Source: an optimization exercise on an open RTL-to-GDS flow (aim: small area and a short achievable clock period). Production flows keep margins and buffers that such runs may drop.
Function was checked by simulation only, so behaviour that the tests miss may differ from the original.
Power and IR drop assume default switching activity.

## trash_compactor_part1
module trash_compactor_part1 (
    input clk,
    input rst,
    input [31:0] data_in,
    input op,
    input valid_in,
    output ready,
    output reg finished,
    output reg [63:0] result
);
Settings: LEC_CHECK=0, CAP_MARGIN=20, CORE_MARGIN=2, CORE_UTILIZATION=40, PLACE_DENSITY=0.6, SLEW_MARGIN=20; clock period 10.0 ns.
standard.sh (not shown) runs the stock make flow with config.mk's settings and CLKGATE_MAP_FILE= SYNTH_SCRIPT=/design/flow/synth_recipe.tcl, a recipe that flattens the netlist after the stock synthesis.
==> flow/flow/run.sh <==
#!/bin/bash
# Layout: the standard flow with the standard synthesis; the later steps
# repair setup timing towards a slack of 6.7 ns (a shorter achieved period),
# the port buffers start as buf_2 (resized later where timing needs it), and
# the clock tree is built without dummy balancing loads.
set -euo pipefail
bash standard.sh synth > synth.log 2>&1
bash standard.sh SETUP_SLACK_MARGIN=6.7 "BUFFER_PORTS_ARGS=-buffer_cell sky130_fd_sc_hd__buf_2" \
  "CTS_ARGS=-sink_clustering_enable -repair_clock_nets -sink_clustering_size 24 -sink_clustering_max_diameter 100 -dont_use_dummy_load" \
  finish > layout.log 2>&1
==> next run, changes <==
==> flow/flow/run.sh (replaced) <==
#!/bin/bash
# Layout: the standard flow with the standard synthesis; the later steps
# repair setup timing towards a slack of 6.7 ns (a shorter achieved period),
# and the port buffers start as buf_2 (resized later where timing needs it).
set -euo pipefail
bash standard.sh synth > synth.log 2>&1
bash standard.sh SETUP_SLACK_MARGIN=6.7 "BUFFER_PORTS_ARGS=-buffer_cell sky130_fd_sc_hd__buf_2" finish > layout.log 2>&1
CTS_CLUSTER_DIAMETER = 100   (was default)
CTS_CLUSTER_SIZE = 24   (was default)
After rerunning: The new run completed without violations. Global-route usage is about the same. Die area is unchanged. Synthesized area does not change. Sequential power stays flat. Cell count barely changes. Routed wire length is lower by 0.53%. Sequential share of layout area hardly moves. Cell area barely changes. Clock skew is lower by 0.024 ns. Clock-buffer cell count is higher by 6.
==> next run, changes <==
==> flow/flow/run.sh (replaced) <==
#!/bin/bash
# Layout: the standard flow with the standard synthesis; the later steps
# repair setup timing towards a slack of 6.7 ns (a shorter achieved period),
# the port buffers start as buf_2 (resized later where timing needs it), and
# the clock tree is built without dummy balancing loads.
set -euo pipefail
bash standard.sh synth > synth.log 2>&1
bash standard.sh SETUP_SLACK_MARGIN=6.7 "BUFFER_PORTS_ARGS=-buffer_cell sky130_fd_sc_hd__buf_2" \
  "CTS_ARGS=-sink_clustering_enable -repair_clock_nets -sink_clustering_size 24 -sink_clustering_max_diameter 100 -dont_use_dummy_load" \
  finish > layout.log 2>&1
CORE_UTILIZATION = 50   (was 40)
CTS_CLUSTER_DIAMETER = default   (was 100)
CTS_CLUSTER_SIZE = default   (was 24)
Routed wire length went up by 10%.
Synthesized area stays the same.
Via count increases by 5.2%.
Clock power is lower by about 10%.
Hold slack got worse by 0.022 ns.
Worst setup slack got worse by 0.063 ns.
Final area is higher by 0.63%.
Utilization rises by 12 points.
==> next run, changes <==
==> flow/flow/run.sh (replaced) <==
#!/bin/bash
# Layout: the standard flow with the standard synthesis; the later steps
# repair setup timing towards a slack of 7.0 ns (a shorter achieved period),
# and the port buffers start as buf_2 (resized later where timing needs it).
set -euo pipefail
bash standard.sh synth > synth.log 2>&1
bash standard.sh SETUP_SLACK_MARGIN=7.0 "BUFFER_PORTS_ARGS=-buffer_cell sky130_fd_sc_hd__buf_2" finish > layout.log 2>&1
CORE_UTILIZATION = 40   (was 50)
CTS_CLUSTER_DIAMETER = 100   (was default)
CTS_CLUSTER_SIZE = 24   (was default)
- die area goes up by 25%
- core utilization goes down by 6.2 points
- sequential power goes down by about 2%
- total power goes up by 14%
- critical path depth goes up by 1
- worst setup slack improves by 0.057 ns
- cell count goes up by 8.8%
- sequential share of layout area goes down by 2.0 points

* * *

run 1:
trash_compactor_part1 again, from the RTL that the note above started with.
Settings: LEC_CHECK=0, CAP_MARGIN=20, CORE_MARGIN=2, CORE_UTILIZATION=40, PLACE_DENSITY=0.6, SLEW_MARGIN=20; clock period 10.0 ns.
==> flow/flow/run.sh <==
#!/bin/bash
# Layout: the standard flow with the standard synthesis; the later steps
# repair setup timing towards a slack of 6.6 ns (a shorter achieved period),
# the port buffers start as buf_2 (resized later where timing needs it), and
# the clock tree is built without dummy balancing loads.
set -euo pipefail
bash standard.sh synth > synth.log 2>&1
bash standard.sh SETUP_SLACK_MARGIN=6.6 "BUFFER_PORTS_ARGS=-buffer_cell sky130_fd_sc_hd__buf_2" \
  "CTS_ARGS=-sink_clustering_enable -repair_clock_nets -sink_clustering_size 24 -sink_clustering_max_diameter 100 -dont_use_dummy_load" \
  finish > layout.log 2>&1
Inputs modified between run 1 and run 2:
Settings: setting CTS_CLUSTER_DIAMETER to 100 for the first time; setting CTS_CLUSTER_SIZE to 24 for the first time.
==> flow/flow/run.sh <==
#!/bin/bash
# Layout: the standard flow with the standard synthesis; the later steps
# repair setup timing towards a slack of 6.5 ns (a shorter achieved period),
# and the port buffers start as buf_2 (resized later where timing needs it).
set -euo pipefail
bash standard.sh synth > synth.log 2>&1
bash standard.sh SETUP_SLACK_MARGIN=6.5 "BUFFER_PORTS_ARGS=-buffer_cell sky130_fd_sc_hd__buf_2" finish > layout.log 2>&1
==> run summary <==
- Going from run 1 to run 2, longest individual stage delay on the worst path grows by 0.24 ns.
- Taking run 1 as the reference, in run 2 total design power shows an increase of 0.14 mW, global-route met3 utilization saw little to no change, total number of cells along the worst setup path went down by 3.
- Route | run 2 vs run 1 | wire longer in run 2

re-timing with driven ports:
Ports are ideal in the flow. The routed layouts listed here were re-timed in OpenROAD.
Step 1 (the two cells are an assumption about what drives the block):
set clk [get_ports {clk}]
set_driving_cell -lib_cell sky130_fd_sc_hd__clkbuf_16 $clk
set_driving_cell -lib_cell sky130_fd_sc_hd__buf_2 [delete_from_list [all_inputs] $clk]
Step 2, shift: input delay + t, output delay - t, t = (earliest + latest rising clock arrival at the registers) / 2. This alone moves slack from input paths to output paths.
Three values: ideal ports, drivers, drivers and shift; two values: the first two.
| run | shift t [ns] | slack for setup (ns) | clock arrival spread, ns | worst register clock-pin slew, ns | pins driven straight from the clock port |
|---|---|---|---|---|---|
| the first run of note 1 | 0.615 | 6.728 / 6.728 / 6.300 | 0.045 / 0.045 | 0.10 / 0.10 | 1 |
| the second run of note 1 | 0.647 | 6.750 / 6.750 / 6.285 | 0.021 / 0.021 | 0.10 / 0.10 | 1 |
| the third run of note 1 | 0.615 | 6.687 / 6.687 / 6.293 | 0.066 / 0.067 | 0.10 / 0.10 | 1 |
| the fourth run of note 1 | 0.649 | 6.744 / 6.744 / 6.636 | 0.034 / 0.034 | 0.10 / 0.10 | 1 |
| run 1 | 0.617 | 6.676 / 6.676 / 6.154 | 0.049 / 0.050 | 0.10 / 0.10 | 1 |
| run 2 | 0.645 | 6.595 / 6.595 / 6.142 | 0.044 / 0.045 | 0.10 / 0.10 | 1 |
After both steps setup and hold are still met in every run listed. The setup slack of run 1, which loses most, moves by 0.000 ns with the drivers and by -0.522 ns with both steps.
